Context: an optimization exercise on an open-source flow, tuned for small area and a short achievable clock period. The choices shown serve that exercise and are no tape-out recipe. Function was checked by simulation only, so behaviour that the tests miss may differ from the original.

==> flow/design.v <==
module processor(clk, rst, i_dataValid, i_packet, o_answer);
  input clk;
  input rst;
  input i_dataValid;
  input [31:0] i_packet;
  output reg [31:0] o_answer;
  reg [6:0] rf;
  reg f;
  wire dir = i_packet[31];
  wire [30:0] v;
  wire [3:0] g;
  gctl uc0 (.vld(i_dataValid), .rst(rst), .g(g[0]));
  gctl uc1 (.vld(i_dataValid), .rst(rst), .g(g[1]));
  gctl uc2 (.vld(i_dataValid), .rst(rst), .g(g[2]));
  gctl uc3 (.vld(i_dataValid), .rst(rst), .g(g[3]));
  gate8 ug0 (.d(i_packet[7:0]), .g(g[0]), .q(v[7:0]));
  gate8 ug1 (.d(i_packet[15:8]), .g(g[1]), .q(v[15:8]));
  gate8 ug2 (.d(i_packet[23:16]), .g(g[2]), .q(v[23:16]));
  gate8 ug3 (.d({1'b0, i_packet[30:24]}), .g(g[3]), .q({nc_unused, v[30:24]}));
  wire nc_unused;
  wire [31:0] a = o_answer & {32{~rst}};    
  wire [6:0] rneg = (rf == 7'd0) ? 7'd0 : 7'd100 - rf;
  wire [6:0] rin1 = f ? rf : rneg;        
  wire [6:0] rin0 = f ? rneg : rf;        
  wire [6:0] rin = dir ? rin1 : rin0;
  wire [9:0] c0 = v[11:2];
  wire [9:0] c1 = v[21:12];
  wire [8:0] c2 = v[30:22];
  wire [9:0] c1n = ~c1;
  wire [8:0] c2n = ~c2;
  wire [2:0] uq = {1'b0, v[1:0]} + {1'b0, rin[1:0]};
  wire cc = uq[2];
  wire ns_1, nc_2;
  fa uns_1 (.a(c0[7]), .b(c1n[7]), .c(c2[7]), .s(ns_1), .co(nc_2));
  wire ns_3, nc_4;
  fa uns_3 (.a(c0[8]), .b(c1n[8]), .c(c2[8]), .s(ns_3), .co(nc_4));
  wire ns_5, nc_6;
  ha uns_5 (.a(nc_2), .b(ns_3), .s(ns_5), .co(nc_6));
  wire ns_7, nc_8;
  fa uns_7 (.a(c0[9]), .b(c1n[9]), .c(nc_4), .s(ns_7), .co(nc_8));
  wire ns_9, nc_10;
  ha uns_9 (.a(nc_6), .b(ns_7), .s(ns_9), .co(nc_10));
  wire ns_11, nc_12;
  ha uns_11 (.a(nc_8), .b(nc_10), .s(ns_11), .co(nc_12));
  wire ns_13, nc_14;
  fa uns_13 (.a(c0[0]), .b(c1n[0]), .c(c2[0]), .s(ns_13), .co(nc_14));
  wire ns_15, nc_16;
  fa uns_15 (.a(rin[2]), .b(cc), .c(ns_1), .s(ns_15), .co(nc_16));
  wire ns_17, nc_18;
  xn2 uns_17 (.a(c0[1]), .b(c1n[1]), .y(ns_17));
  or2m unc_18 (.a(c0[1]), .b(c1n[1]), .y(nc_18));
  wire ns_19, nc_20;
  fa uns_19 (.a(c2[1]), .b(rin[3]), .c(ns_17), .s(ns_19), .co(nc_20));
  wire ns_21, nc_22;
  fa uns_21 (.a(nc_14), .b(ns_1), .c(ns_19), .s(ns_21), .co(nc_22));
  wire ns_23, nc_24;
  ha uns_23 (.a(ns_5), .b(nc_16), .s(ns_23), .co(nc_24));
  wire ns_25, nc_26;
  fa uns_25 (.a(c0[2]), .b(c1n[2]), .c(c2[2]), .s(ns_25), .co(nc_26));
  wire ns_27, nc_28;
  fa uns_27 (.a(rin[4]), .b(nc_18), .c(ns_25), .s(ns_27), .co(nc_28));
  wire ns_29, nc_30;
  fa uns_29 (.a(nc_20), .b(ns_5), .c(ns_27), .s(ns_29), .co(nc_30));
  wire ns_31, nc_32;
  fa uns_31 (.a(nc_22), .b(nc_24), .c(ns_9), .s(ns_31), .co(nc_32));
  wire ns_33, nc_34;
  fa uns_33 (.a(c0[3]), .b(c1n[3]), .c(c2[3]), .s(ns_33), .co(nc_34));
  wire ns_35, nc_36;
  fa uns_35 (.a(rin[5]), .b(nc_26), .c(ns_33), .s(ns_35), .co(nc_36));
  wire ns_37, nc_38;
  fa uns_37 (.a(nc_28), .b(ns_35), .c(ns_9), .s(ns_37), .co(nc_38));
  wire ns_39, nc_40;
  fa uns_39 (.a(nc_30), .b(ns_11), .c(nc_32), .s(ns_39), .co(nc_40));
  wire ns_41, nc_42;
  fa uns_41 (.a(c0[4]), .b(c1n[4]), .c(c2[4]), .s(ns_41), .co(nc_42));
  wire ns_43, nc_44;
  fa uns_43 (.a(rin[6]), .b(nc_34), .c(ns_41), .s(ns_43), .co(nc_44));
  wire ns_45, nc_46;
  fa uns_45 (.a(nc_36), .b(ns_43), .c(nc_12), .s(ns_45), .co(nc_46));
  wire ns_47, nc_48;
  fa uns_47 (.a(ns_11), .b(nc_38), .c(ns_45), .s(ns_47), .co(nc_48));
  wire ns_49, nc_50;
  fa uns_49 (.a(c0[5]), .b(c1n[5]), .c(c2[5]), .s(ns_49), .co(nc_50));
  wire ns_51, nc_52;
  fa uns_51 (.a(nc_42), .b(ns_49), .c(nc_44), .s(ns_51), .co(nc_52));
  wire ns_53, nc_54;
  fa uns_53 (.a(nc_12), .b(ns_51), .c(nc_46), .s(ns_53), .co(nc_54));
  wire ns_55, nc_56;
  fa uns_55 (.a(c0[6]), .b(c1n[6]), .c(c2[6]), .s(ns_55), .co(nc_56));
  wire ns_57, nc_58;
  fa uns_57 (.a(nc_50), .b(ns_55), .c(nc_52), .s(ns_57), .co(nc_58));
  wire ng_59, np_60;
  ha unp_60 (.a(ns_13), .b(ns_15), .s(np_60), .co(ng_59));
  wire ng_61, np_62;
  ha unp_62 (.a(ns_21), .b(ns_23), .s(np_62), .co(ng_61));
  wire ng_63, np_64;
  ha unp_64 (.a(ns_29), .b(ns_31), .s(np_64), .co(ng_63));
  wire ng_65, np_66;
  ha unp_66 (.a(ns_37), .b(ns_39), .s(np_66), .co(ng_65));
  wire ng_67, np_68;
  ha unp_68 (.a(nc_40), .b(ns_47), .s(np_68), .co(ng_67));
  wire ng_69, np_70;
  ha unp_70 (.a(nc_48), .b(ns_53), .s(np_70), .co(ng_69));
  wire ng_71, np_72;
  ha unp_72 (.a(ns_57), .b(nc_54), .s(np_72), .co(ng_71));
  wire ng_73, np_74;
  ha unp_74 (.a(nc_56), .b(nc_58), .s(np_74), .co(ng_73));
  wire nG_75 = ng_61 | (np_62 & ng_59);
  wire nP_76 = np_62 & np_60;
  wire nG_77 = ng_65 | (np_66 & ng_63);
  wire nP_78 = np_66 & np_64;
  wire nG_79 = ng_69 | (np_70 & ng_67);
  wire nP_80 = np_70 & np_68;
  wire nG_81 = ng_73 | (np_74 & ng_71);
  wire nP_82 = np_74 & np_72;
  wire nG_83 = ng_63 | (np_64 & nG_75);
  wire nP_84 = np_64 & nP_76;
  wire nG_85 = nG_77 | (nP_78 & nG_75);
  wire nP_86 = nP_78 & nP_76;
  wire nG_87 = ng_71 | (np_72 & nG_79);
  wire nP_88 = np_72 & nP_80;
  wire nG_89 = nG_81 | (nP_82 & nG_79);
  wire nP_90 = nP_82 & nP_80;
  wire nG_91 = ng_67 | (np_68 & nG_85);
  wire nP_92 = np_68 & nP_86;
  wire nG_93 = nG_79 | (nP_80 & nG_85);
  wire nP_94 = nP_80 & nP_86;
  wire nG_95 = nG_87 | (nP_88 & nG_85);
  wire nP_96 = nP_88 & nP_86;
  wire nG_97 = nG_89 | (nP_90 & nG_85);
  wire nP_98 = nP_90 & nP_86;
  wire no_99;
  xr2 uno_99 (.a(np_62), .b(ng_59), .y(no_99));
  wire no_100;
  xr2 uno_100 (.a(np_64), .b(nG_75), .y(no_100));
  wire no_101;
  xr2 uno_101 (.a(np_66), .b(nG_83), .y(no_101));
  wire no_102;
  xr2 uno_102 (.a(np_68), .b(nG_85), .y(no_102));
  wire no_103;
  xr2 uno_103 (.a(np_70), .b(nG_91), .y(no_103));
  wire no_104;
  xr2 uno_104 (.a(np_72), .b(nG_93), .y(no_104));
  wire no_105;
  xr2 uno_105 (.a(np_74), .b(nG_95), .y(no_105));
  wire [8:0] fp = {nG_97, no_105, no_104, no_103, no_102, no_101, no_100, no_99, np_60};
  wire [4:0] rr;
  ftab utab (.f(fp[8:4]), .rr(rr));
  wire [5:0] s = {1'b0, rr} + {2'b0, fp[3:0]};
  wire [4:0] ry = (s >= 6'd25) ? s[4:0] + 5'd7 : s[4:0];
  wire [6:0] m = {ry, uq[1:0]};
  wire ng_106, np_107;
  ha unp_107 (.a(c1[0]), .b(c2n[0]), .s(np_107), .co(ng_106));
  wire ng_108, np_109;
  ha unp_109 (.a(c1[1]), .b(c2n[1]), .s(np_109), .co(ng_108));
  wire ng_110, np_111;
  ha unp_111 (.a(c1[2]), .b(c2n[2]), .s(np_111), .co(ng_110));
  wire ng_112, np_113;
  ha unp_113 (.a(c1[3]), .b(c2n[3]), .s(np_113), .co(ng_112));
  wire ng_114, np_115;
  ha unp_115 (.a(c1[4]), .b(c2n[4]), .s(np_115), .co(ng_114));
  wire ng_116, np_117;
  ha unp_117 (.a(c1[5]), .b(c2n[5]), .s(np_117), .co(ng_116));
  wire ng_118, np_119;
  ha unp_119 (.a(c1[6]), .b(c2n[6]), .s(np_119), .co(ng_118));
  wire ng_120, np_121;
  ha unp_121 (.a(c1[7]), .b(c2n[7]), .s(np_121), .co(ng_120));
  wire ng_122, np_123;
  ha unp_123 (.a(c1[8]), .b(c2n[8]), .s(np_123), .co(ng_122));
  wire nG_124 = ng_108 | (np_109 & ng_106);
  wire nP_125 = np_109 & np_107;
  wire nG_126 = ng_112 | (np_113 & ng_110);
  wire nP_127 = np_113 & np_111;
  wire nG_128 = ng_116 | (np_117 & ng_114);
  wire nP_129 = np_117 & np_115;
  wire nG_130 = ng_120 | (np_121 & ng_118);
  wire nP_131 = np_121 & np_119;
  wire nG_132 = c1[9] & ng_122;
  wire nP_133 = c1[9] & np_123;
  wire nG_134 = ng_110 | (np_111 & nG_124);
  wire nP_135 = np_111 & nP_125;
  wire nG_136 = nG_126 | (nP_127 & nG_124);
  wire nP_137 = nP_127 & nP_125;
  wire nG_138 = ng_118 | (np_119 & nG_128);
  wire nP_139 = np_119 & nP_129;
  wire nG_140 = nG_130 | (nP_131 & nG_128);
  wire nP_141 = nP_131 & nP_129;
  wire nG_142 = ng_114 | (np_115 & nG_136);
  wire nP_143 = np_115 & nP_137;
  wire nG_144 = nG_128 | (nP_129 & nG_136);
  wire nP_145 = nP_129 & nP_137;
  wire nG_146 = nG_138 | (nP_139 & nG_136);
  wire nP_147 = nP_139 & nP_137;
  wire nG_148 = nG_140 | (nP_141 & nG_136);
  wire nP_149 = nP_141 & nP_137;
  wire nG_150 = ng_122 | (np_123 & nG_148);
  wire nP_151 = np_123 & nP_149;
  wire nG_152 = nG_132 | (nP_133 & nG_148);
  wire nP_153 = nP_133 & nP_149;
  wire no_154 = ~np_107;
  wire nG_155 = ng_106 | np_107;
  wire no_156;
  xr2 uno_156 (.a(np_109), .b(nG_155), .y(no_156));
  wire nG_157 = nG_124 | nP_125;
  wire no_158;
  xr2 uno_158 (.a(np_111), .b(nG_157), .y(no_158));
  wire nG_159 = nG_134 | nP_135;
  wire no_160;
  xr2 uno_160 (.a(np_113), .b(nG_159), .y(no_160));
  wire nG_161 = nG_136 | nP_137;
  wire no_162;
  xr2 uno_162 (.a(np_115), .b(nG_161), .y(no_162));
  wire nG_163 = nG_142 | nP_143;
  wire no_164;
  xr2 uno_164 (.a(np_117), .b(nG_163), .y(no_164));
  wire nG_165 = nG_144 | nP_145;
  wire no_166;
  xr2 uno_166 (.a(np_119), .b(nG_165), .y(no_166));
  wire nG_167 = nG_146 | nP_147;
  wire no_168;
  xr2 uno_168 (.a(np_121), .b(nG_167), .y(no_168));
  wire nG_169 = nG_148 | nP_149;
  wire no_170;
  xr2 uno_170 (.a(np_123), .b(nG_169), .y(no_170));
  wire nG_171 = nG_150 | nP_151;
  wire no_172;
  xr2 uno_172 (.a(c1[9]), .b(nG_171), .y(no_172));
  wire nG_173 = nG_152 | nP_153;
  wire ns_174 = ~no_99;
  wire ns_175, nc_176;
  fa uns_175 (.a(np_60), .b(no_99), .c(no_100), .s(ns_175), .co(nc_176));
  wire ns_177, nc_178;
  fa uns_177 (.a(no_99), .b(no_101), .c(nc_176), .s(ns_177), .co(nc_178));
  wire ns_179, nc_180;
  fa uns_179 (.a(no_100), .b(no_102), .c(nc_178), .s(ns_179), .co(nc_180));
  wire ns_181, nc_182;
  fa uns_181 (.a(no_101), .b(nG_97), .c(no_103), .s(ns_181), .co(nc_182));
  wire ns_183, nc_184;
  ha uns_183 (.a(no_102), .b(no_104), .s(ns_183), .co(nc_184));
  wire ns_185, nc_186;
  xn2 uns_185 (.a(a[0]), .b(no_154), .y(ns_185));
  or2m unc_186 (.a(a[0]), .b(no_154), .y(nc_186));
  wire ns_187, nc_188;
  fa uns_187 (.a(ns_1), .b(ns_185), .c(no_103), .s(ns_187), .co(nc_188));
  wire ns_189, nc_190;
  ha uns_189 (.a(no_105), .b(nc_184), .s(ns_189), .co(nc_190));
  wire ns_191, nc_192;
  xn2 uns_191 (.a(a[1]), .b(nc_186), .y(ns_191));
  or2m unc_192 (.a(a[1]), .b(nc_186), .y(nc_192));
  wire ns_193, nc_194;
  fa uns_193 (.a(no_156), .b(ns_5), .c(ns_191), .s(ns_193), .co(nc_194));
  wire ns_195, nc_196;
  fa uns_195 (.a(ns_193), .b(nG_97), .c(no_104), .s(ns_195), .co(nc_196));
  wire ns_197, nc_198;
  ha uns_197 (.a(nc_188), .b(nc_190), .s(ns_197), .co(nc_198));
  wire ns_199, nc_200;
  xn2 uns_199 (.a(a[2]), .b(ns_1), .y(ns_199));
  or2m unc_200 (.a(a[2]), .b(ns_1), .y(nc_200));
  wire ns_201, nc_202;
  fa uns_201 (.a(ns_199), .b(nc_192), .c(no_158), .s(ns_201), .co(nc_202));
  wire ns_203, nc_204;
  fa uns_203 (.a(ns_9), .b(nc_194), .c(ns_201), .s(ns_203), .co(nc_204));
  wire ns_205, nc_206;
  fa uns_205 (.a(ns_203), .b(no_105), .c(nc_196), .s(ns_205), .co(nc_206));
  wire ns_207, nc_208;
  fa uns_207 (.a(a[3]), .b(no_154), .c(nc_200), .s(ns_207), .co(nc_208));
  wire ns_209, nc_210;
  fa uns_209 (.a(ns_5), .b(no_160), .c(ns_207), .s(ns_209), .co(nc_210));
  wire ns_211, nc_212;
  fa uns_211 (.a(nc_202), .b(ns_11), .c(ns_209), .s(ns_211), .co(nc_212));
  wire ns_213, nc_214;
  fa uns_213 (.a(nc_204), .b(ns_211), .c(nG_97), .s(ns_213), .co(nc_214));
  wire ns_215, nc_216;
  xn2 uns_215 (.a(a[4]), .b(no_156), .y(ns_215));
  or2m unc_216 (.a(a[4]), .b(no_156), .y(nc_216));
  wire ns_217, nc_218;
  fa uns_217 (.a(ns_215), .b(no_162), .c(nc_208), .s(ns_217), .co(nc_218));
  wire ns_219, nc_220;
  fa uns_219 (.a(ns_9), .b(nc_12), .c(nc_210), .s(ns_219), .co(nc_220));
  wire ns_221, nc_222;
  fa uns_221 (.a(ns_217), .b(nc_212), .c(ns_219), .s(ns_221), .co(nc_222));
  wire ns_223, nc_224;
  fa uns_223 (.a(a[5]), .b(no_154), .c(no_158), .s(ns_223), .co(nc_224));
  wire ns_225, nc_226;
  fa uns_225 (.a(nc_216), .b(no_164), .c(ns_223), .s(ns_225), .co(nc_226));
  wire ns_227, nc_228;
  fa uns_227 (.a(ns_11), .b(nc_218), .c(ns_225), .s(ns_227), .co(nc_228));
  wire ns_229, nc_230;
  ha uns_229 (.a(nc_220), .b(ns_227), .s(ns_229), .co(nc_230));
  wire ns_231, nc_232;
  xn2 uns_231 (.a(a[6]), .b(no_156), .y(ns_231));
  or2m unc_232 (.a(a[6]), .b(no_156), .y(nc_232));
  wire ns_233, nc_234;
  fa uns_233 (.a(ns_231), .b(no_160), .c(no_166), .s(ns_233), .co(nc_234));
  wire ns_235, nc_236;
  fa uns_235 (.a(nc_224), .b(nc_12), .c(ns_233), .s(ns_235), .co(nc_236));
  wire ns_237, nc_238;
  fa uns_237 (.a(nc_226), .b(ns_235), .c(nc_228), .s(ns_237), .co(nc_238));
  wire ns_239, nc_240;
  xn2 uns_239 (.a(a[7]), .b(no_158), .y(ns_239));
  or2m unc_240 (.a(a[7]), .b(no_158), .y(nc_240));
  wire ns_241, nc_242;
  fa uns_241 (.a(nc_232), .b(no_162), .c(ns_239), .s(ns_241), .co(nc_242));
  wire ns_243, nc_244;
  fa uns_243 (.a(no_168), .b(ns_241), .c(nc_234), .s(ns_243), .co(nc_244));
  wire ns_245, nc_246;
  ha uns_245 (.a(nc_236), .b(ns_243), .s(ns_245), .co(nc_246));
  wire ns_247, nc_248;
  xn2 uns_247 (.a(a[8]), .b(no_160), .y(ns_247));
  or2m unc_248 (.a(a[8]), .b(no_160), .y(nc_248));
  wire ns_249, nc_250;
  fa uns_249 (.a(nc_240), .b(no_170), .c(no_164), .s(ns_249), .co(nc_250));
  wire ns_251, nc_252;
  fa uns_251 (.a(ns_247), .b(nc_242), .c(ns_249), .s(ns_251), .co(nc_252));
  wire ns_253, nc_254;
  ha uns_253 (.a(nc_244), .b(ns_251), .s(ns_253), .co(nc_254));
  wire ns_255, nc_256;
  fa uns_255 (.a(a[9]), .b(no_162), .c(no_166), .s(ns_255), .co(nc_256));
  wire ns_257, nc_258;
  fa uns_257 (.a(nc_248), .b(no_172), .c(nc_250), .s(ns_257), .co(nc_258));
  wire ns_259, nc_260;
  fa uns_259 (.a(ns_255), .b(nc_252), .c(ns_257), .s(ns_259), .co(nc_260));
  wire ns_261, nc_262;
  xn2 uns_261 (.a(a[10]), .b(c2[0]), .y(ns_261));
  or2m unc_262 (.a(a[10]), .b(c2[0]), .y(nc_262));
  wire ns_263, nc_264;
  fa uns_263 (.a(ns_261), .b(nG_173), .c(no_168), .s(ns_263), .co(nc_264));
  wire ns_265, nc_266;
  fa uns_265 (.a(no_164), .b(nc_256), .c(ns_263), .s(ns_265), .co(nc_266));
  wire ns_267, nc_268;
  ha uns_267 (.a(nc_258), .b(ns_265), .s(ns_267), .co(nc_268));
  wire ns_269, nc_270;
  xn2 uns_269 (.a(a[11]), .b(c2[1]), .y(ns_269));
  or2m unc_270 (.a(a[11]), .b(c2[1]), .y(nc_270));
  wire ns_271, nc_272;
  fa uns_271 (.a(nc_262), .b(ns_269), .c(no_170), .s(ns_271), .co(nc_272));
  wire ns_273, nc_274;
  fa uns_273 (.a(no_166), .b(nc_264), .c(ns_271), .s(ns_273), .co(nc_274));
  wire ns_275, nc_276;
  ha uns_275 (.a(nc_266), .b(ns_273), .s(ns_275), .co(nc_276));
  wire ns_277, nc_278;
  fa uns_277 (.a(a[12]), .b(c2[2]), .c(nc_270), .s(ns_277), .co(nc_278));
  wire ns_279, nc_280;
  fa uns_279 (.a(ns_277), .b(no_168), .c(no_172), .s(ns_279), .co(nc_280));
  wire ns_281, nc_282;
  fa uns_281 (.a(nc_272), .b(ns_279), .c(nc_274), .s(ns_281), .co(nc_282));
  wire ns_283, nc_284;
  xn2 uns_283 (.a(a[13]), .b(c2[0]), .y(ns_283));
  or2m unc_284 (.a(a[13]), .b(c2[0]), .y(nc_284));
  wire ns_285, nc_286;
  fa uns_285 (.a(c2[3]), .b(ns_283), .c(nc_278), .s(ns_285), .co(nc_286));
  wire ns_287, nc_288;
  fa uns_287 (.a(ns_285), .b(nG_173), .c(no_170), .s(ns_287), .co(nc_288));
  wire ns_289, nc_290;
  ha uns_289 (.a(ns_287), .b(nc_280), .s(ns_289), .co(nc_290));
  wire ns_291, nc_292;
  fa uns_291 (.a(a[14]), .b(c2[1]), .c(c2[4]), .s(ns_291), .co(nc_292));
  wire ns_293, nc_294;
  fa uns_293 (.a(nc_284), .b(ns_291), .c(nc_286), .s(ns_293), .co(nc_294));
  wire ns_295, nc_296;
  fa uns_295 (.a(no_172), .b(ns_293), .c(nc_288), .s(ns_295), .co(nc_296));
  wire ns_297, nc_298;
  xn2 uns_297 (.a(a[15]), .b(c2[0]), .y(ns_297));
  or2m unc_298 (.a(a[15]), .b(c2[0]), .y(nc_298));
  wire ns_299, nc_300;
  fa uns_299 (.a(c2[2]), .b(c2[5]), .c(ns_297), .s(ns_299), .co(nc_300));
  wire ns_301, nc_302;
  fa uns_301 (.a(nc_292), .b(ns_299), .c(nG_173), .s(ns_301), .co(nc_302));
  wire ns_303, nc_304;
  ha uns_303 (.a(nc_294), .b(ns_301), .s(ns_303), .co(nc_304));
  wire ns_305, nc_306;
  xn2 uns_305 (.a(a[16]), .b(c2[1]), .y(ns_305));
  or2m unc_306 (.a(a[16]), .b(c2[1]), .y(nc_306));
  wire ns_307, nc_308;
  fa uns_307 (.a(c2[3]), .b(c2[6]), .c(nc_298), .s(ns_307), .co(nc_308));
  wire ns_309, nc_310;
  fa uns_309 (.a(ns_305), .b(nc_300), .c(ns_307), .s(ns_309), .co(nc_310));
  wire ns_311, nc_312;
  ha uns_311 (.a(ns_309), .b(nc_302), .s(ns_311), .co(nc_312));
  wire ns_313, nc_314;
  xn2 uns_313 (.a(a[17]), .b(c2[2]), .y(ns_313));
  or2m unc_314 (.a(a[17]), .b(c2[2]), .y(nc_314));
  wire ns_315, nc_316;
  fa uns_315 (.a(c2[4]), .b(c2[7]), .c(nc_306), .s(ns_315), .co(nc_316));
  wire ns_317, nc_318;
  fa uns_317 (.a(ns_313), .b(nc_308), .c(ns_315), .s(ns_317), .co(nc_318));
  wire ns_319, nc_320;
  ha uns_319 (.a(nc_310), .b(ns_317), .s(ns_319), .co(nc_320));
  wire ns_321, nc_322;
  xn2 uns_321 (.a(a[18]), .b(c2[3]), .y(ns_321));
  or2m unc_322 (.a(a[18]), .b(c2[3]), .y(nc_322));
  wire ns_323, nc_324;
  fa uns_323 (.a(c2[5]), .b(c2[8]), .c(nc_314), .s(ns_323), .co(nc_324));
  wire ns_325, nc_326;
  fa uns_325 (.a(ns_321), .b(nc_316), .c(ns_323), .s(ns_325), .co(nc_326));
  wire ns_327, nc_328;
  ha uns_327 (.a(nc_318), .b(ns_325), .s(ns_327), .co(nc_328));
  wire ns_329, nc_330;
  xn2 uns_329 (.a(a[19]), .b(c2[4]), .y(ns_329));
  or2m unc_330 (.a(a[19]), .b(c2[4]), .y(nc_330));
  wire ns_331, nc_332;
  fa uns_331 (.a(c2[6]), .b(nc_322), .c(ns_329), .s(ns_331), .co(nc_332));
  wire ns_333, nc_334;
  fa uns_333 (.a(nc_324), .b(ns_331), .c(nc_326), .s(ns_333), .co(nc_334));
  wire ns_335, nc_336;
  xn2 uns_335 (.a(a[20]), .b(c2[5]), .y(ns_335));
  or2m unc_336 (.a(a[20]), .b(c2[5]), .y(nc_336));
  wire ns_337, nc_338;
  fa uns_337 (.a(c2[7]), .b(nc_330), .c(ns_335), .s(ns_337), .co(nc_338));
  wire ns_339, nc_340;
  ha uns_339 (.a(nc_332), .b(ns_337), .s(ns_339), .co(nc_340));
  wire ns_341, nc_342;
  xn2 uns_341 (.a(a[21]), .b(c2[6]), .y(ns_341));
  or2m unc_342 (.a(a[21]), .b(c2[6]), .y(nc_342));
  wire ns_343, nc_344;
  fa uns_343 (.a(c2[8]), .b(nc_336), .c(ns_341), .s(ns_343), .co(nc_344));
  wire ns_345, nc_346;
  ha uns_345 (.a(nc_338), .b(ns_343), .s(ns_345), .co(nc_346));
  wire ns_347, nc_348;
  xn2 uns_347 (.a(a[22]), .b(c2[7]), .y(ns_347));
  or2m unc_348 (.a(a[22]), .b(c2[7]), .y(nc_348));
  wire ns_349, nc_350;
  fa uns_349 (.a(nc_342), .b(ns_347), .c(nc_344), .s(ns_349), .co(nc_350));
  wire ns_351, nc_352;
  xn2 uns_351 (.a(a[23]), .b(c2[8]), .y(ns_351));
  or2m unc_352 (.a(a[23]), .b(c2[8]), .y(nc_352));
  wire ns_353, nc_354;
  ha uns_353 (.a(nc_348), .b(ns_351), .s(ns_353), .co(nc_354));
  wire ns_355, nc_356;
  xn2 uns_355 (.a(a[24]), .b(nc_352), .y(ns_355));
  or2m unc_356 (.a(a[24]), .b(nc_352), .y(nc_356));
  wire ns_357 = ~a[25];
  wire ns_358 = ~a[26];
  wire ns_359 = ~a[27];
  wire ns_360 = ~a[28];
  wire ns_361 = ~a[29];
  wire ns_362 = ~a[30];
  wire ns_363 = ~a[31];
  wire ng_364, np_365;
  ha unp_365 (.a(np_60), .b(no_101), .s(np_365), .co(ng_364));
  wire ng_366, np_367;
  ha unp_367 (.a(ns_174), .b(no_102), .s(np_367), .co(ng_366));
  wire ng_368, np_369;
  ha unp_369 (.a(ns_175), .b(no_103), .s(np_369), .co(ng_368));
  wire ng_370, np_371;
  ha unp_371 (.a(ns_177), .b(no_104), .s(np_371), .co(ng_370));
  wire ng_372, np_373;
  ha unp_373 (.a(no_105), .b(ns_179), .s(np_373), .co(ng_372));
  wire ng_374, np_375;
  ha unp_375 (.a(nc_180), .b(ns_181), .s(np_375), .co(ng_374));
  wire ng_376, np_377;
  ha unp_377 (.a(ns_183), .b(nc_182), .s(np_377), .co(ng_376));
  wire ng_378, np_379;
  ha unp_379 (.a(ns_187), .b(ns_189), .s(np_379), .co(ng_378));
  wire ng_380, np_381;
  ha unp_381 (.a(ns_195), .b(ns_197), .s(np_381), .co(ng_380));
  wire ng_382, np_383;
  ha unp_383 (.a(nc_198), .b(ns_205), .s(np_383), .co(ng_382));
  wire ng_384, np_385;
  ha unp_385 (.a(ns_213), .b(nc_206), .s(np_385), .co(ng_384));
  wire ng_386, np_387;
  ha unp_387 (.a(ns_221), .b(nc_214), .s(np_387), .co(ng_386));
  wire ng_388, np_389;
  ha unp_389 (.a(nc_222), .b(ns_229), .s(np_389), .co(ng_388));
  wire ng_390, np_391;
  ha unp_391 (.a(nc_230), .b(ns_237), .s(np_391), .co(ng_390));
  wire ng_392, np_393;
  ha unp_393 (.a(ns_245), .b(nc_238), .s(np_393), .co(ng_392));
  wire ng_394, np_395;
  ha unp_395 (.a(nc_246), .b(ns_253), .s(np_395), .co(ng_394));
  wire ng_396, np_397;
  ha unp_397 (.a(nc_254), .b(ns_259), .s(np_397), .co(ng_396));
  wire ng_398, np_399;
  ha unp_399 (.a(ns_267), .b(nc_260), .s(np_399), .co(ng_398));
  wire ng_400, np_401;
  ha unp_401 (.a(nc_268), .b(ns_275), .s(np_401), .co(ng_400));
  wire ng_402, np_403;
  ha unp_403 (.a(nc_276), .b(ns_281), .s(np_403), .co(ng_402));
  wire ng_404, np_405;
  ha unp_405 (.a(ns_289), .b(nc_282), .s(np_405), .co(ng_404));
  wire ng_406, np_407;
  ha unp_407 (.a(nc_290), .b(ns_295), .s(np_407), .co(ng_406));
  wire ng_408, np_409;
  ha unp_409 (.a(ns_303), .b(nc_296), .s(np_409), .co(ng_408));
  wire ng_410, np_411;
  ha unp_411 (.a(nc_304), .b(ns_311), .s(np_411), .co(ng_410));
  wire ng_412, np_413;
  ha unp_413 (.a(ns_319), .b(nc_312), .s(np_413), .co(ng_412));
  wire ng_414, np_415;
  ha unp_415 (.a(nc_320), .b(ns_327), .s(np_415), .co(ng_414));
  wire ng_416, np_417;
  ha unp_417 (.a(nc_328), .b(ns_333), .s(np_417), .co(ng_416));
  wire ng_418, np_419;
  ha unp_419 (.a(ns_339), .b(nc_334), .s(np_419), .co(ng_418));
  wire ng_420, np_421;
  ha unp_421 (.a(nc_340), .b(ns_345), .s(np_421), .co(ng_420));
  wire ng_422, np_423;
  ha unp_423 (.a(nc_346), .b(ns_349), .s(np_423), .co(ng_422));
  wire ng_424, np_425;
  ha unp_425 (.a(ns_353), .b(nc_350), .s(np_425), .co(ng_424));
  wire ng_426, np_427;
  ha unp_427 (.a(ns_355), .b(nc_354), .s(np_427), .co(ng_426));
  wire ng_428, np_429;
  ha unp_429 (.a(ns_357), .b(nc_356), .s(np_429), .co(ng_428));
  wire ng_430, np_431;
  ha unp_431 (.a(a[25]), .b(ns_358), .s(np_431), .co(ng_430));
  wire ng_432, np_433;
  ha unp_433 (.a(a[26]), .b(ns_359), .s(np_433), .co(ng_432));
  wire ng_434, np_435;
  ha unp_435 (.a(a[27]), .b(ns_360), .s(np_435), .co(ng_434));
  wire ng_436, np_437;
  ha unp_437 (.a(a[28]), .b(ns_361), .s(np_437), .co(ng_436));
  wire ng_438, np_439;
  ha unp_439 (.a(a[29]), .b(ns_362), .s(np_439), .co(ng_438));
  wire ng_440, np_441;
  ha unp_441 (.a(a[30]), .b(ns_363), .s(np_441), .co(ng_440));
  wire nG_442 = ng_366 | (np_367 & ng_364);
  wire nP_443 = np_367 & np_365;
  wire nG_444 = ng_370 | (np_371 & ng_368);
  wire nP_445 = np_371 & np_369;
  wire nG_446 = ng_374 | (np_375 & ng_372);
  wire nP_447 = np_375 & np_373;
  wire nG_448 = ng_378 | (np_379 & ng_376);
  wire nP_449 = np_379 & np_377;
  wire nG_450 = ng_382 | (np_383 & ng_380);
  wire nP_451 = np_383 & np_381;
  wire nG_452 = ng_386 | (np_387 & ng_384);
  wire nP_453 = np_387 & np_385;
  wire nG_454 = ng_390 | (np_391 & ng_388);
  wire nP_455 = np_391 & np_389;
  wire nG_456 = ng_394 | (np_395 & ng_392);
  wire nP_457 = np_395 & np_393;
  wire nG_458 = ng_398 | (np_399 & ng_396);
  wire nP_459 = np_399 & np_397;
  wire nG_460 = ng_402 | (np_403 & ng_400);
  wire nP_461 = np_403 & np_401;
  wire nG_462 = ng_406 | (np_407 & ng_404);
  wire nP_463 = np_407 & np_405;
  wire nG_464 = ng_410 | (np_411 & ng_408);
  wire nP_465 = np_411 & np_409;
  wire nG_466 = ng_414 | (np_415 & ng_412);
  wire nP_467 = np_415 & np_413;
  wire nG_468 = ng_418 | (np_419 & ng_416);
  wire nP_469 = np_419 & np_417;
  wire nG_470 = ng_422 | (np_423 & ng_420);
  wire nP_471 = np_423 & np_421;
  wire nG_472 = ng_426 | (np_427 & ng_424);
  wire nP_473 = np_427 & np_425;
  wire nG_474 = ng_430 | (np_431 & ng_428);
  wire nP_475 = np_431 & np_429;
  wire nG_476 = ng_434 | (np_435 & ng_432);
  wire nP_477 = np_435 & np_433;
  wire nG_478 = ng_438 | (np_439 & ng_436);
  wire nP_479 = np_439 & np_437;
  wire nG_480 = ng_368 | (np_369 & nG_442);
  wire nP_481 = np_369 & nP_443;
  wire nG_482 = nG_444 | (nP_445 & nG_442);
  wire nP_483 = nP_445 & nP_443;
  wire nG_484 = ng_376 | (np_377 & nG_446);
  wire nP_485 = np_377 & nP_447;
  wire nG_486 = nG_448 | (nP_449 & nG_446);
  wire nP_487 = nP_449 & nP_447;
  wire nG_488 = ng_384 | (np_385 & nG_450);
  wire nP_489 = np_385 & nP_451;
  wire nG_490 = nG_452 | (nP_453 & nG_450);
  wire nP_491 = nP_453 & nP_451;
  wire nG_492 = ng_392 | (np_393 & nG_454);
  wire nP_493 = np_393 & nP_455;
  wire nG_494 = nG_456 | (nP_457 & nG_454);
  wire nP_495 = nP_457 & nP_455;
  wire nG_496 = ng_400 | (np_401 & nG_458);
  wire nP_497 = np_401 & nP_459;
  wire nG_498 = nG_460 | (nP_461 & nG_458);
  wire nP_499 = nP_461 & nP_459;
  wire nG_500 = ng_408 | (np_409 & nG_462);
  wire nP_501 = np_409 & nP_463;
  wire nG_502 = nG_464 | (nP_465 & nG_462);
  wire nP_503 = nP_465 & nP_463;
  wire nG_504 = ng_416 | (np_417 & nG_466);
  wire nP_505 = np_417 & nP_467;
  wire nG_506 = nG_468 | (nP_469 & nG_466);
  wire nP_507 = nP_469 & nP_467;
  wire nG_508 = ng_424 | (np_425 & nG_470);
  wire nP_509 = np_425 & nP_471;
  wire nG_510 = nG_472 | (nP_473 & nG_470);
  wire nP_511 = nP_473 & nP_471;
  wire nG_512 = ng_432 | (np_433 & nG_474);
  wire nP_513 = np_433 & nP_475;
  wire nG_514 = nG_476 | (nP_477 & nG_474);
  wire nP_515 = nP_477 & nP_475;
  wire nG_516 = ng_440 | (np_441 & nG_478);
  wire nP_517 = np_441 & nP_479;
  wire nG_518 = ng_372 | (np_373 & nG_482);
  wire nP_519 = np_373 & nP_483;
  wire nG_520 = nG_446 | (nP_447 & nG_482);
  wire nP_521 = nP_447 & nP_483;
  wire nG_522 = nG_484 | (nP_485 & nG_482);
  wire nP_523 = nP_485 & nP_483;
  wire nG_524 = nG_486 | (nP_487 & nG_482);
  wire nP_525 = nP_487 & nP_483;
  wire nG_526 = ng_388 | (np_389 & nG_490);
  wire nP_527 = np_389 & nP_491;
  wire nG_528 = nG_454 | (nP_455 & nG_490);
  wire nP_529 = nP_455 & nP_491;
  wire nG_530 = nG_492 | (nP_493 & nG_490);
  wire nP_531 = nP_493 & nP_491;
  wire nG_532 = nG_494 | (nP_495 & nG_490);
  wire nP_533 = nP_495 & nP_491;
  wire nG_534 = ng_404 | (np_405 & nG_498);
  wire nP_535 = np_405 & nP_499;
  wire nG_536 = nG_462 | (nP_463 & nG_498);
  wire nP_537 = nP_463 & nP_499;
  wire nG_538 = nG_500 | (nP_501 & nG_498);
  wire nP_539 = nP_501 & nP_499;
  wire nG_540 = nG_502 | (nP_503 & nG_498);
  wire nP_541 = nP_503 & nP_499;
  wire nG_542 = ng_420 | (np_421 & nG_506);
  wire nP_543 = np_421 & nP_507;
  wire nG_544 = nG_470 | (nP_471 & nG_506);
  wire nP_545 = nP_471 & nP_507;
  wire nG_546 = nG_508 | (nP_509 & nG_506);
  wire nP_547 = nP_509 & nP_507;
  wire nG_548 = nG_510 | (nP_511 & nG_506);
  wire nP_549 = nP_511 & nP_507;
  wire nG_550 = ng_436 | (np_437 & nG_514);
  wire nP_551 = np_437 & nP_515;
  wire nG_552 = nG_478 | (nP_479 & nG_514);
  wire nP_553 = nP_479 & nP_515;
  wire nG_554 = nG_516 | (nP_517 & nG_514);
  wire nP_555 = nP_517 & nP_515;
  wire nG_556 = ng_380 | (np_381 & nG_524);
  wire nP_557 = np_381 & nP_525;
  wire nG_558 = nG_450 | (nP_451 & nG_524);
  wire nP_559 = nP_451 & nP_525;
  wire nG_560 = nG_488 | (nP_489 & nG_524);
  wire nP_561 = nP_489 & nP_525;
  wire nG_562 = nG_490 | (nP_491 & nG_524);
  wire nP_563 = nP_491 & nP_525;
  wire nG_564 = nG_526 | (nP_527 & nG_524);
  wire nP_565 = nP_527 & nP_525;
  wire nG_566 = nG_528 | (nP_529 & nG_524);
  wire nP_567 = nP_529 & nP_525;
  wire nG_568 = nG_530 | (nP_531 & nG_524);
  wire nP_569 = nP_531 & nP_525;
  wire nG_570 = nG_532 | (nP_533 & nG_524);
  wire nP_571 = nP_533 & nP_525;
  wire nG_572 = ng_412 | (np_413 & nG_540);
  wire nP_573 = np_413 & nP_541;
  wire nG_574 = nG_466 | (nP_467 & nG_540);
  wire nP_575 = nP_467 & nP_541;
  wire nG_576 = nG_504 | (nP_505 & nG_540);
  wire nP_577 = nP_505 & nP_541;
  wire nG_578 = nG_506 | (nP_507 & nG_540);
  wire nP_579 = nP_507 & nP_541;
  wire nG_580 = nG_542 | (nP_543 & nG_540);
  wire nP_581 = nP_543 & nP_541;
  wire nG_582 = nG_544 | (nP_545 & nG_540);
  wire nP_583 = nP_545 & nP_541;
  wire nG_584 = nG_546 | (nP_547 & nG_540);
  wire nP_585 = nP_547 & nP_541;
  wire nG_586 = nG_548 | (nP_549 & nG_540);
  wire nP_587 = nP_549 & nP_541;
  wire nG_588 = ng_396 | (np_397 & nG_570);
  wire nP_589 = np_397 & nP_571;
  wire nG_590 = nG_458 | (nP_459 & nG_570);
  wire nP_591 = nP_459 & nP_571;
  wire nG_592 = nG_496 | (nP_497 & nG_570);
  wire nP_593 = nP_497 & nP_571;
  wire nG_594 = nG_498 | (nP_499 & nG_570);
  wire nP_595 = nP_499 & nP_571;
  wire nG_596 = nG_534 | (nP_535 & nG_570);
  wire nP_597 = nP_535 & nP_571;
  wire nG_598 = nG_536 | (nP_537 & nG_570);
  wire nP_599 = nP_537 & nP_571;
  wire nG_600 = nG_538 | (nP_539 & nG_570);
  wire nP_601 = nP_539 & nP_571;
  wire nG_602 = nG_540 | (nP_541 & nG_570);
  wire nP_603 = nP_541 & nP_571;
  wire nG_604 = nG_572 | (nP_573 & nG_570);
  wire nP_605 = nP_573 & nP_571;
  wire nG_606 = nG_574 | (nP_575 & nG_570);
  wire nP_607 = nP_575 & nP_571;
  wire nG_608 = nG_576 | (nP_577 & nG_570);
  wire nP_609 = nP_577 & nP_571;
  wire nG_610 = nG_578 | (nP_579 & nG_570);
  wire nP_611 = nP_579 & nP_571;
  wire nG_612 = nG_580 | (nP_581 & nG_570);
  wire nP_613 = nP_581 & nP_571;
  wire nG_614 = nG_582 | (nP_583 & nG_570);
  wire nP_615 = nP_583 & nP_571;
  wire nG_616 = nG_584 | (nP_585 & nG_570);
  wire nP_617 = nP_585 & nP_571;
  wire nG_618 = nG_586 | (nP_587 & nG_570);
  wire nP_619 = nP_587 & nP_571;
  wire nG_620 = ng_428 | (np_429 & nG_618);
  wire nP_621 = np_429 & nP_619;
  wire nG_622 = nG_474 | (nP_475 & nG_618);
  wire nP_623 = nP_475 & nP_619;
  wire nG_624 = nG_512 | (nP_513 & nG_618);
  wire nP_625 = nP_513 & nP_619;
  wire nG_626 = nG_514 | (nP_515 & nG_618);
  wire nP_627 = nP_515 & nP_619;
  wire nG_628 = nG_550 | (nP_551 & nG_618);
  wire nP_629 = nP_551 & nP_619;
  wire nG_630 = nG_552 | (nP_553 & nG_618);
  wire nP_631 = nP_553 & nP_619;
  wire nG_632 = nG_554 | (nP_555 & nG_618);
  wire nP_633 = nP_555 & nP_619;
  wire no_634;
  xr2 uno_634 (.a(np_379), .b(nG_522), .y(no_634));
  wire no_635;
  xr2 uno_635 (.a(np_381), .b(nG_524), .y(no_635));
  wire no_636;
  xr2 uno_636 (.a(np_383), .b(nG_556), .y(no_636));
  wire no_637;
  xr2 uno_637 (.a(np_385), .b(nG_558), .y(no_637));
  wire no_638;
  xr2 uno_638 (.a(np_387), .b(nG_560), .y(no_638));
  wire no_639;
  xr2 uno_639 (.a(np_389), .b(nG_562), .y(no_639));
  wire no_640;
  xr2 uno_640 (.a(np_391), .b(nG_564), .y(no_640));
  wire no_641;
  xr2 uno_641 (.a(np_393), .b(nG_566), .y(no_641));
  wire no_642;
  xr2 uno_642 (.a(np_395), .b(nG_568), .y(no_642));
  wire no_643;
  xr2 uno_643 (.a(np_397), .b(nG_570), .y(no_643));
  wire no_644;
  xr2 uno_644 (.a(np_399), .b(nG_588), .y(no_644));
  wire no_645;
  xr2 uno_645 (.a(np_401), .b(nG_590), .y(no_645));
  wire no_646;
  xr2 uno_646 (.a(np_403), .b(nG_592), .y(no_646));
  wire no_647;
  xr2 uno_647 (.a(np_405), .b(nG_594), .y(no_647));
  wire no_648;
  xr2 uno_648 (.a(np_407), .b(nG_596), .y(no_648));
  wire no_649;
  xr2 uno_649 (.a(np_409), .b(nG_598), .y(no_649));
  wire no_650;
  xr2 uno_650 (.a(np_411), .b(nG_600), .y(no_650));
  wire no_651;
  xr2 uno_651 (.a(np_413), .b(nG_602), .y(no_651));
  wire no_652;
  xr2 uno_652 (.a(np_415), .b(nG_604), .y(no_652));
  wire no_653;
  xr2 uno_653 (.a(np_417), .b(nG_606), .y(no_653));
  wire no_654;
  xr2 uno_654 (.a(np_419), .b(nG_608), .y(no_654));
  wire no_655;
  xr2 uno_655 (.a(np_421), .b(nG_610), .y(no_655));
  wire no_656;
  xr2 uno_656 (.a(np_423), .b(nG_612), .y(no_656));
  wire no_657;
  xr2 uno_657 (.a(np_425), .b(nG_614), .y(no_657));
  wire no_658;
  xr2 uno_658 (.a(np_427), .b(nG_616), .y(no_658));
  wire no_659;
  xr2 uno_659 (.a(np_429), .b(nG_618), .y(no_659));
  wire no_660;
  xr2 uno_660 (.a(np_431), .b(nG_620), .y(no_660));
  wire no_661;
  xr2 uno_661 (.a(np_433), .b(nG_622), .y(no_661));
  wire no_662;
  xr2 uno_662 (.a(np_435), .b(nG_624), .y(no_662));
  wire no_663;
  xr2 uno_663 (.a(np_437), .b(nG_626), .y(no_663));
  wire no_664;
  xr2 uno_664 (.a(np_439), .b(nG_628), .y(no_664));
  wire no_665;
  xr2 uno_665 (.a(np_441), .b(nG_630), .y(no_665));
  wire [31:0] sum = {no_665, no_664, no_663, no_662, no_661, no_660, no_659, no_658, no_657, no_656, no_655, no_654, no_653, no_652, no_651, no_650, no_649, no_648, no_647, no_646, no_645, no_644, no_643, no_642, no_641, no_640, no_639, no_638, no_637, no_636, no_635, no_634};
  always @(posedge clk) begin
    o_answer <= sum;
    rf <= rst ? 7'd50 : m;
    f <= dir;
  end
endmodule
module ftab(input [4:0] f, output [4:0] rr);
  assign rr[0] = (f == 5'd2) | (f == 5'd3) | (f == 5'd5) | (f == 5'd6) | (f == 5'd8) | (f == 5'd9) | (f == 5'd11) | (f == 5'd12) | (f == 5'd15) | (f == 5'd18) | (f == 5'd21) | (f == 5'd24) | (f == 5'd27) | (f == 5'd28) | (f == 5'd30) | (f == 5'd31);
  assign rr[1] = (f == 5'd2) | (f == 5'd3) | (f == 5'd4) | (f == 5'd8) | (f == 5'd9) | (f == 5'd10) | (f == 5'd15) | (f == 5'd16) | (f == 5'd17) | (f == 5'd21) | (f == 5'd22) | (f == 5'd23) | (f == 5'd27) | (f == 5'd28) | (f == 5'd29);
  assign rr[2] = (f == 5'd2) | (f == 5'd3) | (f == 5'd4) | (f == 5'd5) | (f == 5'd6) | (f == 5'd7) | (f == 5'd15) | (f == 5'd16) | (f == 5'd17) | (f == 5'd18) | (f == 5'd19) | (f == 5'd20) | (f == 5'd27) | (f == 5'd28) | (f == 5'd29) | (f == 5'd30) | (f == 5'd31);
  assign rr[3] = (f == 5'd4) | (f == 5'd7) | (f == 5'd10) | (f == 5'd13) | (f == 5'd14) | (f == 5'd15) | (f == 5'd18) | (f == 5'd21) | (f == 5'd24) | (f == 5'd29);
  assign rr[4] = (f == 5'd1) | (f == 5'd3) | (f == 5'd6) | (f == 5'd9) | (f == 5'd12) | (f == 5'd14) | (f == 5'd17) | (f == 5'd20) | (f == 5'd23) | (f == 5'd26) | (f == 5'd28) | (f == 5'd31);
endmodule
module gctl(input vld, input rst, output g);
  assign g = vld & ~rst;
endmodule
module gate8(input [7:0] d, input g, output [7:0] q);
  assign q = d & {8{g}};
endmodule
module fa(input a, input b, input c, output s, output co);
  assign s = a ^ b ^ c;
  assign co = (a & b) | (a & c) | (b & c);
endmodule
module ao21(input a, input b, input c, output y);
  assign y = a | (b & c);
endmodule
module xn2(input a, input b, output y);
  assign y = ~(a ^ b);
endmodule
module or2m(input a, input b, output y);
  assign y = a | b;
endmodule
module an2(input a, input b, output y);
  assign y = a & b;
endmodule
module xr2(input a, input b, output y);
  assign y = a ^ b;
endmodule
module ha(input a, input b, output s, output co);
  assign s = a ^ b;
  assign co = a & b;
endmodule
==> flow/flow/run.sh <==
#!/bin/bash
# Standard layout, with plain buf_1 cells (instead of the default delay buffers) as the
# buffers that every input and output port gets.
set -euo pipefail
export BUFFER_PORTS_ARGS="-buffer_cell sky130_fd_sc_hd__buf_1"
bash standard.sh > standard.log 2>&1
==> flow/standard.sh <==
#!/bin/bash
# synth_recipe.tcl (not shown) runs the flow's synth.tcl, then flattens the netlist and writes it again
# the make line also repeats each setting of config.mk as NAME=value (left out here)
make -C /OpenROAD-flow-scripts/flow DESIGN_CONFIG=/design/flow/config.mk WORK_HOME=/design/flow/orfs CLKGATE_MAP_FILE= SYNTH_SCRIPT=/design/flow/synth_recipe.tcl "${@:-finish}"
==> flow/config.mk <==
export PLATFORM = sky130hd
export DESIGN_NAME = processor
export DESIGN_NICKNAME = processor
export VERILOG_FILES = /design/flow/design.v
export SDC_FILE = /design/flow/constraint.sdc
export NUM_CORES = 4
export LEC_CHECK = 0
export CAP_MARGIN = 20
export CORE_MARGIN = 2
export CORE_UTILIZATION = 60
export SLEW_MARGIN = 20
export SYNTH_HIERARCHICAL = 1
==> flow/constraint.sdc <==
create_clock -name core_clock -period 42.0 [get_ports {clk}]
set_input_delay 8.4000 -clock core_clock [delete_from_list [all_inputs] [get_ports {clk}]]
set_output_delay 8.4000 -clock core_clock [all_outputs]
set_load 0.01 [all_outputs]
==> flow_summary.toml, run 1 <==
[status]
outcome = "complete, no violations"

[routing]
drt_iter0_drc = 240
drc = 0
routedWlPerCell_um = 16.9
vias_per_cell = 5.53
vias = 4560
antenna_left = 0
totalWireLength_um = 14000
dr.pass1.iters = 4

[sta]
setup_viol = 0
period_needed_ns = 16.02
relSlewSlack_pct = 51.5
worst_pin_slew_ns = 0.719
period_share_pct = 38.1
tns_ns = 0
final_max_slew_viol_count = 0
rsz0062_at_grt = "no"
fin_skew_ns = 0.00465
max_freq_mhz = 62.4
finalHoldViolCount = 0
fin_hold_ws_ns = 0.609

[global_routing]
grt_pass1_vias = 4790
grt_max_degree = 44
grt_use_total_pct = 26.7
grt.busiest_layer = "met2"
met3_usage_pct = 3.92
use_met2_pct = 46.7
use_met1_pct = 34.5
antenna_found_initial = 0
grt.overflow.total = 0
grt_pass1_wl_um = 23200

[layout]
diodes = 0
syn_to_final_growth_pct = 7.53
finalNonFillerCells = 824
drive_gt1_share_pct = 5.23
final_common_cell = "ha_1"
nNetsFinal = 887
final_area_um2 = 6700
layout_common_cells = "84 x ha_1, 81 x fa_1, 65 x buf_1"
n_fill_cell = 892

[clocking]
clk_latency_ns = 0.32
cts_setup_buffers = 0
clock_sinks = 40
max-clock-path-buffers = 2
cts_resized = 0
htreeDepth = 2
cts-buffers-inserted = 5
postCtsHoldBufs = 0
clk_pin_slew_ns = 0.09
root_buffer = "clkbuf_8"
cts_tree = "yes"

[placement]
place_hpwl_um = 11800
dpl.cell_count = 816
place_area_um2 = 6610
io_buffers = 66
gp_congestion = 0.845

[logic_synthesis]
netlist_area_um2 = 6230
syn_inst = 620
syn_nets = 820
yosys_warnings = 7
syn-mean-instance-area_um2 = 10.1

[floorplan]
die_w_um = 106
die-area_um2 = 11200
initial_core_util_pct = 61.2
ios = 67
rows = 37
core-area_um2 = 10200
die_y_um = 106

[setup_path]
cp-start-kind = "input port"
critPathMaxStageDelay_ns = 0.65
cp.arrival_ns = 16.23
crit_buf_inv = 3
crit_required_ns = 42.22
path_delay_family = "adder cells"
critPathSlowestCell = "fa_1"
critical_path_class = "in -> reg"
end_kind = "flip-flop"
cp_max_fo = 43

[worst_hold_path]
min_path_type = "reg -> reg"

[flow_run]
maxCapViolations = 0
==> final cells by class <==
type / count / area [um^2] / area share (%)
tap: 136 / 170 / 2.54
clock inverter: 2 / 10.0 / 0.149
timing repair buffer: 71 / 287 / 4.28
inverter: 40 / 150 / 2.24
clock buffer: 6 / 82.6 / 1.23
sequential: 40 / 801 / 11.9
multi-input combinational: 529 / 5200 / 77.6
==> worst register-to-register path, delay by kind of cell (launching register included) <==
kind                     cells  cell delay, ns
AO/OA/AOI/OAI                8            1.99
AND/OR/NAND/NOR              8            1.09
buffers and inverters        2            0.12
multiplexers                 1            0.30
flip-flops                   1            0.32
XOR/XNOR                     2            0.46
adder cells (fa/ha/maj)     11            3.65
==> worst paths after layout <==
kind | slack (ns) | depth (start not counted) | from | endpoint
max | 25.99 | 30 | rst | rf[4]$_SDFF_PP1_
min | 0.61 | 3 | o_answer[31]$_DFF_P_ | o_answer[31]$_DFF_P_
max reg2reg | 33.99 | 32 | rf[0]$_SDFF_PP0_ | rf[4]$_SDFF_PP1_
min reg2reg | 0.61 | 3 | o_answer[31]$_DFF_P_ | o_answer[31]$_DFF_P_
==> metrics by stage <==
stage,worst slack (ns),utilization (%)
after floorplan,26.85,-
after global placement,25.83,64.9
after detailed placement,25.62,64.9
after CTS,25.94,65.8
after global routing,25.55,65.8
final,25.99,65.8
==> registers in the layout, indices dropped and copies added (netlist names) <==
register,cells
o_answer,32
rf,7
f,1
==> layer usage <==
layer  vias to the layer above  part of all wire (%)
met2                        80                    51
met4                         0                   1.8
met3                        19                   2.9
met5                         -                     0
met1                      2224                    45
li1                       2237                     -
==> inputs of run 2 (changes only) <==
==> flow/flow/run.sh (replaced) <==
#!/bin/bash
# Standard layout, with plain buf_1 cells as the buffers that every input and output port gets,
# and timing repair asked to keep 26.5 ns of setup slack (a 15.5 ns path) so that the resizer
# buffers and sizes the critical path instead of leaving minimum-size gates on it.
set -euo pipefail
export BUFFER_PORTS_ARGS="-buffer_cell sky130_fd_sc_hd__buf_1"
export SETUP_SLACK_MARGIN=26.5
bash standard.sh > standard.log 2>&1
==> flow_summary.toml, run 2 <==
[sta]
rsz0062_at_grt = "no"
tns_ns = 0
period_needed_ns = 15.26
final_max_slew_viol_count = 0
fin_skew_ns = 0.00477
finalHoldViolCount = 0
fin_hold_ws_ns = 0.609
relSlewSlack_pct = 57.5
max_freq_mhz = 65.6
setup_viol = 0
period_share_pct = 36.3
worst_pin_slew_ns = 0.635
setup_slack_ns = 26.74

[logic_synthesis]
syn-mean-instance-area_um2 = 10.1
syn_nets = 820
syn_inst = 620
netlist_area_um2 = 6230
yosys_warnings = 7

[global_routing]
grt_max_degree = 44
antenna_found_initial = 0
grt_use_total_pct = 26.8
grt_pass1_wl_um = 23300
grt.overflow.total = 0
grt_pass1_vias = 4801

[setup_path]
critPathSlowestCell = "fa_1"
end_kind = "flip-flop"
crit_top_cell = "fa_1"
critical_path_class = "in -> reg"
cp-start-kind = "input port"
cp_max_fo = 11
critPathMaxStageDelay_ns = 0.60
cp.arrival_ns = 15.47
reg2reg_depth = 30
crit_required_ns = 42.21

[worst_hold_path]
hold_depth = 3
min_path_type = "reg -> reg"

[clocking]
cts-buffers-inserted = 5
postCtsHoldBufs = 0
cts_tree = "yes"
htreeDepth = 2
root_buffer = "clkbuf_8"
clk_pin_slew_ns = 0.09
clk_latency_ns = 0.32
max-clock-path-buffers = 2
clock_sinks = 40

[routing]
dr.pass1.iters = 4
antenna_left = 0
drc = 0
vias_per_cell = 5.58
vias = 4687
totalWireLength_um = 14700
drt_iter0_drc = 247
routedWlPerCell_um = 17.5

[floorplan]
ios = 67
die_w_um = 106
rows = 37
die-area_um2 = 11200
core-area_um2 = 10200
initial_core_util_pct = 61.2
die_y_um = 106

[placement]
pre_cts_ws_ns = 25.62
place_hpwl_um = 11800
io_buffers = 66
gp_congestion = 0.845

[layout]
largest_register_ffs = 32
syn_to_final_growth_pct = 13.0
reg.largest.list = "o_answer (32), rf (7), f (1)"
diodes = 0
regMostFlops = "o_answer"
nNetsFinal = 903
drive_gt1_share_pct = 10.8
layout_common_cells = "78 x fa_1, 78 x ha_1, 65 x buf_1"

[status]
outcome = "complete, no violations"

[flow_run]
maxCapViolations = 0
## run 2: critical path: cells and delay by family
kind | cells | cell delay (ns)
and+or+nand+nor | 4 | 0.46
xor gates and xnor gates | 1 | 0.16
adders and majority gates | 9 | 3.57
buffers and inverters | 3 | 0.39
AOI/OAI and AO/OA | 12 | 2.47
## run 2: stage by stage
stage	util [%]	area [um^2]	cells
after floorplan	-	6230	620
after global placement	64.9	6610	816
after detailed placement	64.9	6610	816
after CTS	66.4	6770	826
after global routing	69.1	7040	840
final	69.1	7040	840
## run 2: timing repair
action | CTS | global route
pin swaps | 1 | 8
setup buffers | 2 | 11
gates resized for setup | 13 | 25
setup endpoints to repair | 22 | 16
gates cloned | 0 | 3
## run 2: final cells by class
class	count	area, um^2
flip-flops and latches	40	801
well taps	136	170
clock buffers	6	82.6
repair buffers	86	453
clock inverters	2	10.0
multi-input cells	530	5380
fillers	857	3140
inverters	40	150
## run 2: final timing paths
kind,startpoint,to,slack (ns)
max,rst,o_answer[30]$_DFF_P_,26.74
min,o_answer[31]$_DFF_P_,o_answer[31]$_DFF_P_,0.61
max reg2reg,rf[0]$_SDFF_PP0_,o_answer[30]$_DFF_P_,34.44
min reg2reg,o_answer[31]$_DFF_P_,o_answer[31]$_DFF_P_,0.61
## run 2: per-layer routing
metal | part of all wire [%] | global-route usage [%] | vias up
li1 | - | - | 2277
met1 | 44 | 34.6 | 2302
met2 | 51 | 46.8 | 87
met3 | 3.6 | 4.23 | 21
met4 | 1.9 | 7.33 | 0
met5 | 0 | 0 | -
==> inputs of run 3 (changes only) <==
--- a/flow/design.v
+++ b/flow/design.v
@@ -19,5 +19,5 @@
   gate8 ug3 (.d({1'b0, i_packet[30:24]}), .g(g[3]), .q({nc_unused, v[30:24]}));
   wire nc_unused;
-  wire [31:0] a = o_answer & {32{~rst}};    
+  wire [31:0] a = o_answer;
   wire [6:0] rneg = (rf == 7'd0) ? 7'd0 : 7'd100 - rf;
   wire [6:0] rin1 = f ? rf : rneg;        
@@ -773,5 +773,5 @@
   wire [31:0] sum = {no_665, no_664, no_663, no_662, no_661, no_660, no_659, no_658, no_657, no_656, no_655, no_654, no_653, no_652, no_651, no_650, no_649, no_648, no_647, no_646, no_645, no_644, no_643, no_642, no_641, no_640, no_639, no_638, no_637, no_636, no_635, no_634};
   always @(posedge clk) begin
-    o_answer <= sum;
+    o_answer <= rst ? 32'd0 : sum;
     rf <= rst ? 7'd50 : m;
     f <= dir;
==> flow_summary.toml, run 3 <==
[status]
outcome = "complete, no violations"

[global_routing]
grt.overflow.total = 0
grt_pass1_wl_um = 23100
antenna_found_initial = 1
grt_max_degree = 44
grt_use_total_pct = 26.7
grt_pass1_vias = 4859

[setup_path]
cp_max_fo = 6
r2r_start = "rf[4]$_SDFF_PP1_"
crit_required_ns = 42.21
cp.arrival_ns = 15.55
critical_path_class = "in -> reg"
end_kind = "flip-flop"
cp-startpoint = "i_dataValid"
cp-start-kind = "input port"

[placement]
pre_cts_ws_ns = 25.16
place_hpwl_um = 11300
io_buffers = 66
dpl.cell_count = 807
gp_congestion = 0.973
place_area_um2 = 6560

[layout]
finalNonFillerCells = 825
final_common_cell = "ha_1"
reg.largest.list = "o_answer (32), rf (7), f (1)"
nNetsFinal = 887
final_area_um2 = 6960
drive_gt1_share_pct = 9.88
regMostFlops = "o_answer"
layout_common_cells = "78 x ha_1, 76 x fa_1, 63 x buf_1"
largest_register_ffs = 32
syn_to_final_growth_pct = 12.7

[logic_synthesis]
syn-mean-instance-area_um2 = 10.1
netlist_area_um2 = 6170
syn_inst = 613
yosys_warnings = 7
syn_nets = 813

[clocking]
clk_latency_ns = 0.33
postCtsHoldBufs = 0
cts_tree = "yes"
max-clock-path-buffers = 2
htreeDepth = 2
clock_sinks = 40
cts-buffers-inserted = 5
root_buffer = "clkbuf_8"
clk_pin_slew_ns = 0.09

[floorplan]
core-area_um2 = 10100
ios = 67
rows = 37
initial_core_util_pct = 60.9
die-area_um2 = 11100
die_y_um = 105
die_w_um = 105

[sta]
tns_ns = 0
relSlewSlack_pct = 50.9
setup_viol = 0
max_freq_mhz = 65.2
period_share_pct = 36.5
finalHoldViolCount = 0
setup_slack_ns = 26.66
rsz0062_at_grt = "no"
fin_skew_ns = 0.0214
period_needed_ns = 15.34
final_max_slew_viol_count = 0
worst_pin_slew_ns = 0.736

[routing]
drt_iter0_drc = 200
vias_per_cell = 5.52
vias = 4552
drc = 0
totalWireLength_um = 14100
routedWlPerCell_um = 17.1
antenna_left = 0
dr.pass1.iters = 4

[flow_run]
maxCapViolations = 0

[worst_hold_path]
hold_start = "o_answer[31]$_SDFF_PP0_"
min_path_type = "reg -> reg"
[run 3: what timing repair did]
action,CTS,global route
endpoints found under the hold margin,0,0
cloned,0,1
resized for setup,16,25
setup endpoints to repair,30,14
setup buffers,4,4
pin swaps,1,12
[run 3: routing by layer]
| layer | global-route usage (%) | vias up | part of all wire, % |
|---|---|---|---|
| met4 | 10.1 | 0 | 3.1 |
| met2 | 45.0 | 87 | 48 |
| li1 | - | 2206 | - |
| met1 | 34.4 | 2228 | 45 |
| met3 | 4.45 | 31 | 3.6 |
| met5 | 0 | - | 0 |
[run 3: final cells by class]
cell class | count | area [um^2]
clock inverter | 3 | 46.3
multi-input combinational | 516 | 5330
clock buffer | 5 | 68.8
sequential | 40 | 801
timing repair buffer | 78 | 365
antenna | 1 | 2.50
tap | 136 | 170
inverter | 46 | 173
fill | 847 | 3180
[run 3: worst paths after layout]
path	endpoint	slack, ns	cells past startpoint
min reg2reg	o_answer[31]$_SDFF_PP0_	0.70	4
min	o_answer[31]$_SDFF_PP0_	0.70	4
max reg2reg	o_answer[20]$_SDFF_PP0_	34.40	29
max	o_answer[20]$_SDFF_PP0_	26.66	28
[run 3: per-stage QoR]
stage          util, %  hold slack, ns
2_1_floorplan        -           0.684
3_3_place_gp      64.7           0.688
3_5_place_dp      64.7           0.689
4_1_cts           66.8           0.703
5_1_grt           68.6           0.749
6_report          68.6           0.697
[run 3: worst max-delay path, stage by stage]
cell      delay (ns)
buf_2           0.14
nor2b_4         0.14
buf_4           0.13
and2_1          0.15
fa_1            0.45
fa_1            0.54
ha_4            0.24
fa_2            0.37
fa_1            0.59
ha_4            0.21
a21o_1          0.21
a21o_1          0.18
a21o_1          0.20
a21o_1          0.19
a21o_4          0.23
fa_2            0.36
fa_1            0.60
ha_4            0.23
a21oi_1         0.16
o21ai_1         0.10
a221oi_1        0.28
a21bo_4         0.32
a31o_4          0.27
a21o_1          0.20
a21o_1          0.18
a21o_1          0.19
xor2_1          0.15
nor2b_1         0.13

==> separate check: timing with driven ports <==
In the flow no input, the clock included, has a driving cell. The finished layouts below were timed again as built, in two steps. Step 1 sets driving cells, clkbuf_16 on the clock port and buf_2 on the other inputs (assumed; they add their load-dependent delay and slew). Step 2 moves the port delays by t, midway between the first and last clock arrival at a register: inputs arrive t later, outputs are due t later. That takes back most of the time a late clock gives input paths. Slacks: no drivers / after step 1 / after step 2; pairs: no drivers / after step 1.
| run | t (ns) | setup slack, ns | worst slew at a driven data input, ns |
|---|---|---|---|
| run 1 | 0.353 | 25.985 / 25.998 / 25.645 | 0.04 |
| run 2 | 0.353 | 26.745 / 26.758 / 26.405 | 0.04 |
| run 3 | 0.355 | 26.663 / 26.601 / 26.246 | 0.10 |
After both steps every run listed still meets setup and hold. The setup slack of run 3, which loses most, moves by -0.062 ns with the drivers and by -0.417 ns with both steps.
